Source: an optimization exercise on an open RTL-to-GDS flow (aim: small area). Production flows keep margins and buffers that such runs may drop. The RTL was checked by simulation tests, not by an equivalence proof against the original design.

==> v36: inputs <==
==> flow/design.v (excerpt) <==
module totd_40mhz(
		  input [1:0]  ENABLE40,
		  input        CLK120,
		  input        RST,
		  input [11:0] ADC0,
		  input [11:0] ADC1,
		  input [11:0] ADC2,
		  input [11:0] THRES0,
		  input [11:0] THRES1,
		  input [11:0] THRES2,
		  input [11:0] UP0,
		  input [11:0] UP1,
		  input [11:0] UP2,
		  input [2:0]  TRIG_ENABLE,
		  input [1:0]  MULTIPLICITY,
                  input [6:0]  OCCUPANCY,
                  input [5:0]  FD,
                  input [5:0]  FN,
                  input [11:0] INT,
		  output reg   TRIG
		  );
==> flow/config.mk <==
export PLATFORM = sky130hd
export DESIGN_NAME = totd_40mhz
export DESIGN_NICKNAME = totd_40mhz
export VERILOG_FILES = /design/flow/design.v
export SDC_FILE = /design/flow/constraint.sdc
export NUM_CORES = 4
export LEC_CHECK = 0
export CAP_MARGIN = 20
export CORE_MARGIN = 2
export CORE_UTILIZATION = 45
export CTS_BUF_LIST = sky130_fd_sc_hd__clkbuf_4
export CTS_CLUSTER_DIAMETER = 50
export CTS_CLUSTER_SIZE = 10
export SLEW_MARGIN = 20
==> flow/constraint.sdc <==
create_clock -name core_clock -period 8.3 [get_ports {CLK120}]
set_input_delay 1.6600 -clock core_clock [delete_from_list [all_inputs] [get_ports {CLK120}]]
set_output_delay 1.6600 -clock core_clock [all_outputs]
set_load 0.01 [all_outputs]
standard.sh (not shown) runs the stock make flow with config.mk's settings and CLKGATE_MAP_FILE= SYNTH_SCRIPT=/design/flow/synth_recipe.tcl, a recipe that flattens the netlist after the stock synthesis.
==> flow/flow/run.sh <==
#!/bin/bash
export BUFFER_PORTS_ARGS="-buffer_cell sky130_fd_sc_hd__buf_1"
bash standard.sh > standard.log 2>&1
==> inputs of v20, as changes to v36 <==
==> flow/design.v (replaced) <==
module totd_40mhz(
		  input [1:0]  ENABLE40,
		  input        CLK120,
		  input        RST,
		  input [11:0] ADC0,
		  input [11:0] ADC1,
		  input [11:0] ADC2,
		  input [11:0] THRES0,
		  input [11:0] THRES1,
		  input [11:0] THRES2,
		  input [11:0] UP0,
		  input [11:0] UP1,
		  input [11:0] UP2,
		  input [2:0]  TRIG_ENABLE,
		  input [1:0]  MULTIPLICITY,
                  input [6:0]  OCCUPANCY,
                  input [5:0]  FD,
                  input [5:0]  FN,
                  input [11:0] INT,
		  output reg   TRIG
		  );
   wire ph_cap = (ENABLE40 == 2'd1);    
   wire ph_p0  = (ENABLE40 == 2'd2);    
   wire ph_p1  = (ENABLE40 == 2'd0);    
   function gt13(input [12:0] a, input [12:0] b);
      integer i;
      reg c;
      begin
         c = 1'b0;
         for (i = 0; i < 13; i = i + 1)
           c = (a[i] & ~b[i]) | (a[i] & c) | (~b[i] & c);
         gt13 = c;
      end
   endfunction
   reg [11:0] cap_x, cap_y, cap_z;
   reg        cap_v;                    
   always @(posedge CLK120) begin
      cap_z <= ADC2;
      cap_y <= ph_cap ? ADC1 : cap_z;
      cap_x <= ph_cap ? ADC0 : cap_y;
      if (ph_cap) cap_v <= !RST;
   end
   wire        sr = RST | !cap_v;        
   wire [11:0] x  = cap_x;
   reg [11:0] ap1, ap2, ap3;             
   reg [17:0] bl1, bl2, bl3;             
   wire [17:0] bn;                       
   reg [19:0] ia1, ia2, ia3;             
   reg        ica, icb, icc;             
   reg [1:0]  it2;                       
   reg        id2, id3;                  
   reg [7:0]  oc1, oc2, oc3;             
   wire [11:0] y   = ap3;
   wire [17:0] bo  = bl3;
   wire [7:0]  occ = oc3;
   reg [382:0] qline;
   reg [365:0] gline;
   reg [8:0]   cnt;                      
   reg [6:0]   wc;                       
   reg [8:0] cnt_inc;
   reg [6:0] wc_inc;
   reg       inc_c;
   integer   ci;
   always @(*) begin
      inc_c = 1'b1;
      for (ci = 0; ci < 9; ci = ci + 1) begin
         cnt_inc[ci] = cnt[ci] ^ inc_c;
         inc_c = inc_c & cnt[ci];
      end
      inc_c = 1'b1;
      for (ci = 0; ci < 7; ci = ci + 1) begin
         wc_inc[ci] = wc[ci] ^ inc_c;
         inc_c = inc_c & wc[ci];
      end
   end
   always @(posedge CLK120) begin
      if (RST)
        cnt <= 0;
      else if (cnt != 9'd383)
        cnt <= cnt_inc;
   end
   wire g23  = gline[22]  & (cnt >= 9'd23);
   wire g366 = gline[365] & (cnt >= 9'd366);
   wire win_in  = qline[22]  & (cnt >= 9'd23);
   wire win_out = qline[382] & (cnt == 9'd383) & (wc == 7'd121);
   wire [17:0] dec_a = y * FD;
   wire [18:0] dec_b = {1'b0, x, 6'b0} - {1'b0, dec_a};
   reg  [17:0] dec_c;
   always @(posedge CLK120)
     dec_c <= (sr | dec_b[18]) ? 18'd0 : dec_b[17:0];
   wire [23:0] dec_p = dec_c * FN;
   wire [23:0] dec_e = dec_p + 24'd512;
   wire [11:0] dec_y = dec_e[22] ? 12'd4095 : dec_e[21:10];
   wire [11:0] thr = ph_p1 ? THRES0 : ph_cap ? THRES1 : THRES2;
   wire [11:0] up  = ph_p1 ? UP0    : ph_cap ? UP1    : UP2;
   wire        en  = ph_p1 ? TRIG_ENABLE[0] : ph_cap ? TRIG_ENABLE[1]
                   : TRIG_ENABLE[2];
   wire        qn  = en && gt13({1'b0, dec_y}, {1'b0, thr}) &&
                     !gt13({1'b0, dec_y}, {1'b0, up});
   function [11:0] add3_10(input [9:0] a, input [9:0] b, input [9:0] c,
                           input kin, input ci);
      integer i;
      reg [9:0] s, k;
      reg [10:0] kk;
      reg [9:0] r;
      reg cy;
      begin
         s = a ^ b ^ c;
         k = (a & b) | (a & c) | (b & c);
         kk = {k, kin};
         cy = ci;
         for (i = 0; i < 10; i = i + 1) begin
            r[i] = s[i] ^ kk[i] ^ cy;
            cy = (s[i] & kk[i]) | (s[i] & cy) | (kk[i] & cy);
         end
         add3_10 = {kk[10], cy, r};
      end
   endfunction
   wire        ia_r  = ia1[19] | g366;   
   wire [19:0] ia_a  = ia_r ? 20'd0 : icc ? {1'b0, INT, 1'b0, 6'b0} : ia1;
   wire        gn    = !ia_r &&
                       (icc ? (INT != 12'd0) : gt13(ia1[18:6], {1'b0, INT}));
   wire        cn    = !ia_r && !icc && gt13(ia1[18:6], {INT, 1'b0});
   wire [11:0] ia_lo = add3_10(ia_a[9:0], {ap1[3:0], 6'd0}, ~bn[9:0],
                               1'b0, 1'b1);
   wire [11:0] ia_hs = add3_10(ia2[19:10], {2'b00, ap2[11:4]},
                               {2'b11, ~bl2[17:10]}, it2[1], it2[0]);
   wire [9:0]  ia_hi = ia_hs[9:0];
   reg  [14:0] ia_h;
   reg         ia_bw;
   integer     ii;
   always @(*) begin
      ia_bw = id3;
      for (ii = 0; ii < 15; ii = ii + 1) begin
         ia_h[ii] = ia3[ii+5] ^ ia_bw;
         ia_bw = ia_bw & ~ia3[ii+5];
      end
   end
   wire [19:0] ia_c  = (sr | ia3[19]) ? 20'd0 : {ia_h, ia3[4:0]};
   reg  [12:0] be;
   reg         bcy;
   integer     bi;
   always @(*) begin
      bcy = 1'b1;
      for (bi = 0; bi < 13; bi = bi + 1) begin
         be[bi] = (bi < 12 ? x[bi] : 1'b0) ^ ~(bi < 12 ? bo[bi+6] : 1'b0) ^ bcy;
         bcy = ((bi < 12 ? x[bi] : 1'b0) & ~(bi < 12 ? bo[bi+6] : 1'b0)) |
               ((bi < 12 ? x[bi] : 1'b0) & bcy) |
               (~(bi < 12 ? bo[bi+6] : 1'b0) & bcy);
      end
   end
   wire       beneg = be[12];
   wire       bez   = ~|be;
   wire       be1   = (be == 13'd1);
   wire       bem1  = &be;
   wire       blnz  = |bo[5:0];
   wire       xnz   = |x;
   wire gt64 = !beneg && !bez && !be1;                    
   wire gt32 = gt64 || (be1 && !bo[5]);                   
   wire lt64 = (beneg && !bem1) || (bem1 && blnz);        
   wire lt32 = beneg || (bez && bo[5] && |bo[4:0]);       
   wire bc1 = (&bo[17:6]) ? xnz : gt64;                     
   wire bc2 = (&bo[17:5]) ? xnz : gt32;                     
   wire bc3 = !beneg && !bez;                               
   wire bc4 = (~|bo[17:6]) ? !((&x) && (bo == 18'd0)) : lt64;  
   wire bc5 = (~|bo[17:5]) | lt32;                          
   wire bc6 = beneg || (bez && blnz);                       
   wire       bup  = bc1 | bc2 | bc3;
   wire       bdn  = !bup & (bc4 | bc5 | bc6);
   wire [2:0] bmag = bc1 ? 3'd4 : bc2 ? 3'd2 : bc3 ? 3'd1 :
                     bc4 ? 3'd4 : bc5 ? 3'd2 : bc6 ? 3'd1 : 3'd0;
   wire [2:0] bs3  = bdn ? -bmag : bmag;
   reg  [3:0]  bs1;
   wire        bdn1 = bs1[3];
   wire [3:0] blo  = {1'b0, bl1[2:0]} + {1'b0, bs1[2:0]};
   reg  [14:0] bhi;
   reg         bch;
   always @(*) begin
      bch = bdn1 ^ blo[3];
      for (bi = 0; bi < 15; bi = bi + 1) begin
         bhi[bi] = bl1[bi+3] ^ bch;
         bch = bch & (bl1[bi+3] ^ bdn1);
      end
   end
   assign bn = {bhi, blo[2:0]};
   wire       clr  = TRIG;              
   wire       o_chg = win_in ^ win_out;
   reg  [7:0] occn;
   reg        o_c;
   integer    oi;
   always @(*) begin
      o_c = o_chg;
      for (oi = 0; oi < 8; oi = oi + 1) begin
         occn[oi] = occ[oi] ^ o_c;
         o_c = o_c & (occ[oi] ^ win_out);
      end
   end
   wire       sbn  = !sr && gt13({5'd0, occ}, {6'd0, OCCUPANCY}) && g23;
   always @(posedge CLK120) begin
      ap1 <= sr ? 12'd0 : x;
      bl1 <= sr ? 18'd0 : bo;
      bs1 <= sr ? 4'd0 : {bdn, bs3};
      ia1 <= ia_c;
      ia2 <= {ia_a[19:10], ia_lo[9:0]};
      it2 <= ia_lo[11:10];
      id2 <= !ia1[19];
      ia3 <= {ia_hi, ia2[9:0]};
      id3 <= id2;
      ica <= cn;
      icb <= ica;
      icc <= sr ? 1'b0 : icb;
      oc1 <= (sr | clr) ? 8'd0 : occn;
      {ap3, ap2} <= {ap2, ap1};
      {bl3, bl2} <= {bl2, bn};
      {oc3, oc2} <= {oc2, oc1};
      qline <= {qline[381:0], qn};
      gline <= {gline[364:0], gn};
   end
   always @(posedge CLK120) begin
      if (RST)
        wc <= 0;
      else if (ph_cap) begin
         if (clr)
           wc <= 7'd1;
         else if (wc != 7'd121)
           wc <= wc_inc;
      end
   end
   reg sb_d1, sb_d2;
   reg trig_m, trig_now, trig_prev;
   always @(posedge CLK120) begin
      sb_d1 <= sbn;
      sb_d2 <= sb_d1;
      if (RST) begin
         trig_m <= 0;
         trig_now <= 0;
         trig_prev <= 0;
         TRIG <= 0;
      end else if (ph_cap) begin
         trig_m <= ({1'b0, sb_d2} + {1'b0, sb_d1} + {1'b0, sbn} >= MULTIPLICITY)
                   && (MULTIPLICITY != 2'd0);
         trig_now <= trig_m;
         trig_prev <= trig_now;
         TRIG <= trig_now && !trig_prev;
      end
   end
endmodule
==> flow/config.mk (replaced) <==
export PLATFORM = sky130hd
export DESIGN_NAME = totd_40mhz
export DESIGN_NICKNAME = totd_40mhz
export VERILOG_FILES = /design/flow/design.v
export SDC_FILE = /design/flow/constraint.sdc
export NUM_CORES = 4
export LEC_CHECK = 0
export CAP_MARGIN = 20
export CORE_MARGIN = 2
export CORE_UTILIZATION = 65
export CTS_BUF_LIST = sky130_fd_sc_hd__clkbuf_4
export CTS_CLUSTER_DIAMETER = 50
export CTS_CLUSTER_SIZE = 10
export SLEW_MARGIN = 20
==> inputs of v18, as changes to v36 <==
--- a/flow/design.v
+++ b/flow/design.v
@@ -18,24 +18,14 @@
                   input [5:0]  FN,
                   input [11:0] INT,
 		  output reg   TRIG
 		  );
    wire ph_cap = (ENABLE40 == 2'd1);    
    wire ph_p0  = (ENABLE40 == 2'd2);    
    wire ph_p1  = (ENABLE40 == 2'd0);    
-   function gt13(input [12:0] a, input [12:0] b);
-      integer i;
-      reg c;
-      begin
-         c = 1'b0;
-         for (i = 0; i < 13; i = i + 1)
-           c = (a[i] & ~b[i]) | (a[i] & c) | (~b[i] & c);
-         gt13 = c;
-      end
-   endfunction
    reg [11:0] cap_x, cap_y, cap_z;
    reg        cap_v;                    
    always @(posedge CLK120) begin
       cap_z <= ADC2;
       cap_y <= ph_cap ? ADC1 : cap_z;
       cap_x <= ph_cap ? ADC0 : cap_y;
       if (ph_cap) cap_v <= !RST;
@@ -74,24 +64,23 @@
    wire [23:0] dec_p = dec_c * FN;
    wire [23:0] dec_e = dec_p + 24'd512;
    wire [11:0] dec_y = dec_e[22] ? 12'd4095 : dec_e[21:10];
    wire [11:0] thr = ph_p1 ? THRES0 : ph_cap ? THRES1 : THRES2;
    wire [11:0] up  = ph_p1 ? UP0    : ph_cap ? UP1    : UP2;
    wire        en  = ph_p1 ? TRIG_ENABLE[0] : ph_cap ? TRIG_ENABLE[1]
                    : TRIG_ENABLE[2];
-   wire        qn  = en && gt13({1'b0, dec_y}, {1'b0, thr}) &&
-                     !gt13({1'b0, dec_y}, {1'b0, up});
-   wire        ia_r  = ao[19] | g366;    
-   wire [19:0] ia_a  = ia_r ? 20'd0 : co ? {1'b0, INT, 1'b0, 6'b0} : ao;
-   wire        gn    = !sr && !ia_r &&
-                       (co ? (INT != 12'd0) : gt13(ao[18:6], {1'b0, INT}));
-   wire        cn    = !ia_r && !co && gt13(ao[18:6], {INT, 1'b0});
-   wire [19:0] ia_b  = ia_a + {2'b00, y, 6'b0} - {2'b00, bo};
-   wire [14:0] ia_h  = ia_b[19:5] - {14'd0, !ao[19]};      
-   wire [19:0] ia_c  = ia_b[19] ? 20'd0 : {ia_h, ia_b[4:0]};
+   wire        qn  = en && (thr < dec_y) && (up >= dec_y);
+   wire [19:0] delta = {2'b00, y, 6'b0} - {2'b00, bo};
+   wire [19:0] ia_a  = (ao[19] | g366) ? 20'd0 :
+                       co ? {1'b0, INT, 1'b0, 6'b0} : ao;
+   wire        gn    = !sr && (ia_a[19:6] > {2'b00, INT});
+   wire        cn    = ia_a[19:6] > {1'b0, INT, 1'b0};
+   wire [19:0] ia_b  = ia_a + delta;
+   wire [19:0] ia_c  = ia_b[19] ? 20'd0 :
+                       ia_b - (ao[19] ? 20'd0 : 20'd32);
    wire [18:0] bd   = {1'b0, x, 6'b0} - {1'b0, bo};
    wire        bneg = bd[18];
    wire        xnz  = |x;
    wire gt64 = !bneg && (|bd[17:7] || (bd[6] && |bd[5:0]));
    wire gt32 = !bneg && (|bd[17:6] || (bd[5] && |bd[4:0]));
    wire lt64 = bneg && !(&bd[17:6]);
    wire lt32 = bneg && !(&bd[17:5]);
@@ -104,15 +93,15 @@
    wire       bup  = bc1 | bc2 | bc3;
    wire       bdn  = !bup & (bc4 | bc5 | bc6);
    wire [2:0] bmag = bc1 ? 3'd4 : bc2 ? 3'd2 : bc3 ? 3'd1 :
                      bc4 ? 3'd4 : bc5 ? 3'd2 : bc6 ? 3'd1 : 3'd0;
    wire [17:0] bn  = bo + (bdn ? -{15'd0, bmag} : {15'd0, bmag});
    wire       clr  = TRIG;              
    wire [7:0] occn = occ + win_in - win_out;
-   wire       sbn  = !sr && gt13({5'd0, occ}, {6'd0, OCCUPANCY}) && g21;
+   wire       sbn  = !sr && (occ > {1'b0, OCCUPANCY}) && g21;
    always @(posedge CLK120) begin
       ap1 <= sr ? 12'd0 : x;
       bl1 <= sr ? 18'd0 : bn;
       ia1 <= sr ? 20'd0 : ia_c;
       ic1 <= sr ? 1'b0  : cn;
       oc1 <= (sr | clr) ? 8'd0 : occn;
       {ap3, ap2} <= {ap2, ap1};
==> flow/run.sh (new file) <==
#!/bin/bash
# synth_recipe.tcl (not shown) runs the flow's synth.tcl, then flattens the netlist and writes it again
# the make line also repeats each setting of config.mk as NAME=value (left out here)
make -C /OpenROAD-flow-scripts/flow DESIGN_CONFIG=/design/flow/config.mk WORK_HOME=/design/flow/orfs CLKGATE_MAP_FILE= SYNTH_SCRIPT=/design/flow/synth_recipe.tcl finish
removed: flow/flow/run.sh
removed: flow/standard.sh
==> inputs of v14, as changes to v36 <==
--- a/flow/design.v
+++ b/flow/design.v
@@ -18,24 +18,14 @@
                   input [5:0]  FN,
                   input [11:0] INT,
 		  output reg   TRIG
 		  );
    wire ph_cap = (ENABLE40 == 2'd1);    
    wire ph_p0  = (ENABLE40 == 2'd2);    
    wire ph_p1  = (ENABLE40 == 2'd0);    
-   function gt13(input [12:0] a, input [12:0] b);
-      integer i;
-      reg c;
-      begin
-         c = 1'b0;
-         for (i = 0; i < 13; i = i + 1)
-           c = (a[i] & ~b[i]) | (a[i] & c) | (~b[i] & c);
-         gt13 = c;
-      end
-   endfunction
    reg [11:0] cap_x, cap_y, cap_z;
    reg        cap_v;                    
    always @(posedge CLK120) begin
       cap_z <= ADC2;
       cap_y <= ph_cap ? ADC1 : cap_z;
       cap_x <= ph_cap ? ADC0 : cap_y;
       if (ph_cap) cap_v <= !RST;
@@ -74,24 +64,23 @@
    wire [23:0] dec_p = dec_c * FN;
    wire [23:0] dec_e = dec_p + 24'd512;
    wire [11:0] dec_y = dec_e[22] ? 12'd4095 : dec_e[21:10];
    wire [11:0] thr = ph_p1 ? THRES0 : ph_cap ? THRES1 : THRES2;
    wire [11:0] up  = ph_p1 ? UP0    : ph_cap ? UP1    : UP2;
    wire        en  = ph_p1 ? TRIG_ENABLE[0] : ph_cap ? TRIG_ENABLE[1]
                    : TRIG_ENABLE[2];
-   wire        qn  = en && gt13({1'b0, dec_y}, {1'b0, thr}) &&
-                     !gt13({1'b0, dec_y}, {1'b0, up});
-   wire        ia_r  = ao[19] | g366;    
-   wire [19:0] ia_a  = ia_r ? 20'd0 : co ? {1'b0, INT, 1'b0, 6'b0} : ao;
-   wire        gn    = !sr && !ia_r &&
-                       (co ? (INT != 12'd0) : gt13(ao[18:6], {1'b0, INT}));
-   wire        cn    = !ia_r && !co && gt13(ao[18:6], {INT, 1'b0});
-   wire [19:0] ia_b  = ia_a + {2'b00, y, 6'b0} - {2'b00, bo};
-   wire [14:0] ia_h  = ia_b[19:5] - {14'd0, !ao[19]};      
-   wire [19:0] ia_c  = ia_b[19] ? 20'd0 : {ia_h, ia_b[4:0]};
+   wire        qn  = en && (thr < dec_y) && (up >= dec_y);
+   wire [19:0] delta = {2'b00, y, 6'b0} - {2'b00, bo};
+   wire [19:0] ia_a  = (ao[19] | g366) ? 20'd0 :
+                       co ? {1'b0, INT, 1'b0, 6'b0} : ao;
+   wire        gn    = !sr && (ia_a[19:6] > {2'b00, INT});
+   wire        cn    = ia_a[19:6] > {1'b0, INT, 1'b0};
+   wire [19:0] ia_b  = ia_a + delta;
+   wire [19:0] ia_c  = ia_b[19] ? 20'd0 :
+                       ia_b - (ao[19] ? 20'd0 : 20'd32);
    wire [18:0] bd   = {1'b0, x, 6'b0} - {1'b0, bo};
    wire        bneg = bd[18];
    wire        xnz  = |x;
    wire gt64 = !bneg && (|bd[17:7] || (bd[6] && |bd[5:0]));
    wire gt32 = !bneg && (|bd[17:6] || (bd[5] && |bd[4:0]));
    wire lt64 = bneg && !(&bd[17:6]);
    wire lt32 = bneg && !(&bd[17:5]);
@@ -104,15 +93,15 @@
    wire       bup  = bc1 | bc2 | bc3;
    wire       bdn  = !bup & (bc4 | bc5 | bc6);
    wire [2:0] bmag = bc1 ? 3'd4 : bc2 ? 3'd2 : bc3 ? 3'd1 :
                      bc4 ? 3'd4 : bc5 ? 3'd2 : bc6 ? 3'd1 : 3'd0;
    wire [17:0] bn  = bo + (bdn ? -{15'd0, bmag} : {15'd0, bmag});
    wire       clr  = TRIG;              
    wire [7:0] occn = occ + win_in - win_out;
-   wire       sbn  = !sr && gt13({5'd0, occ}, {6'd0, OCCUPANCY}) && g21;
+   wire       sbn  = !sr && (occ > {1'b0, OCCUPANCY}) && g21;
    always @(posedge CLK120) begin
       ap1 <= sr ? 12'd0 : x;
       bl1 <= sr ? 18'd0 : bn;
       ia1 <= sr ? 20'd0 : ia_c;
       ic1 <= sr ? 1'b0  : cn;
       oc1 <= (sr | clr) ? 8'd0 : occn;
       {ap3, ap2} <= {ap2, ap1};
==> flow/run.sh (new file) <==
#!/bin/bash
# synth_recipe.tcl (not shown) runs the flow's synth.tcl, then flattens the netlist and writes it again
# the make line also repeats each setting of config.mk as NAME=value (left out here)
make -C /OpenROAD-flow-scripts/flow DESIGN_CONFIG=/design/flow/config.mk WORK_HOME=/design/flow/orfs CLKGATE_MAP_FILE= SYNTH_SCRIPT=/design/flow/synth_recipe.tcl finish
==> flow/config.mk (replaced) <==
export PLATFORM = sky130hd
export DESIGN_NAME = totd_40mhz
export DESIGN_NICKNAME = totd_40mhz
export VERILOG_FILES = /design/flow/design.v
export SDC_FILE = /design/flow/constraint.sdc
export NUM_CORES = 4
export LEC_CHECK = 0
export CAP_MARGIN = 20
export CORE_MARGIN = 2
export CORE_UTILIZATION = 45
export CTS_BUF_LIST = sky130_fd_sc_hd__clkbuf_8
export SLEW_MARGIN = 20
removed: flow/flow/run.sh
removed: flow/standard.sh
==> metrics.cfg <==
[detailed_routing]
vias = 19100
via_per_inst = 4.73

[run_status]
outcome = finished clean

[cells_and_area]
multi_input_cells = 1497

[die]
start_util_pct = 45.3

[pwr]
p_total_w = 0.0112

[sta]
min_period_ps = 7490

[setup_path]
critPathArrivalTime_ps = 8130

[place]
place_ws_ps = 30.8

the above is filed under v14

==> metrics.cfg <==
[run_status]
outcome = finished clean

[detailed_routing]
via_per_inst = 5.07
vias = 17200

[setup_path]
critPathArrivalTime_ps = 8150

[die]
start_util_pct = 66.2

[sta]
min_period_ps = 7300

[place]
place_ws_ps = 352

the above is filed under v20

==> metrics.cfg <==
[place]
place_ws_ps = 30.8

[run_status]
outcome = finished clean

[setup_path]
critPathArrivalTime_ps = 8100

[detailed_routing]
via_per_inst = 4.79
wl_per_cell_um = 14.9
vias = 18800

[sta]
min_period_ps = 7330

[die]
start_util_pct = 45.3

[pwr]
p_total_w = 0.00945

[cells_and_area]
multi_input_cells = 1497

the above is filed under v18

==> metrics.cfg <==
[detailed_routing]
via_per_inst = 4.74
vias = 18300

[cells_and_area]
multi_input_cells = 1412

[pwr]
p_total_w = 0.0105

[setup_path]
critPathArrivalTime_ps = 8270

[die]
start_util_pct = 45.6

[run_status]
outcome = finished clean

[place]
place_ws_ps = 464

the above is filed under v36

port drivers added, routing unchanged:
No port has a modelled driver above. Below, the same layouts with a new extraction and two added sets of constraints.
Step 1 sets driving cells, clkbuf_16 on the clock port and buf_2 on the other inputs (assumed; they add their load-dependent delay and slew).
Step 2 times the ports against the registers' clock, not the clock port: input delays grow and output delays shrink by t, the midpoint of the rising clock arrivals with the driver on.
a / b / c = no drivers / after step 1 / after step 2; a / b = the first two.
run	t (ns)	setup WS [ns]	hold slack, ns	worst setup path after step 2	cell pins on the clock port's net
v36	0.900	0.780 / 0.780 / 0.412	0.294 / 0.294 / 0.294	input to register	1
v20	0.938	1.002 / 1.002 / 0.298	0.290 / 0.290 / 0.290	input to register	1
v18	0.889	0.971 / 0.992 / 0.103	0.271 / 0.271 / 0.271	input to register	1
v14	0.809	0.812 / 0.836 / 0.026	0.291 / 0.291 / 0.291	input to register	1
After both steps every run listed still meets setup and hold. For v18, which loses most, drivers alone change the setup slack by +0.021 ns; drivers and shift together by -0.868 ns.
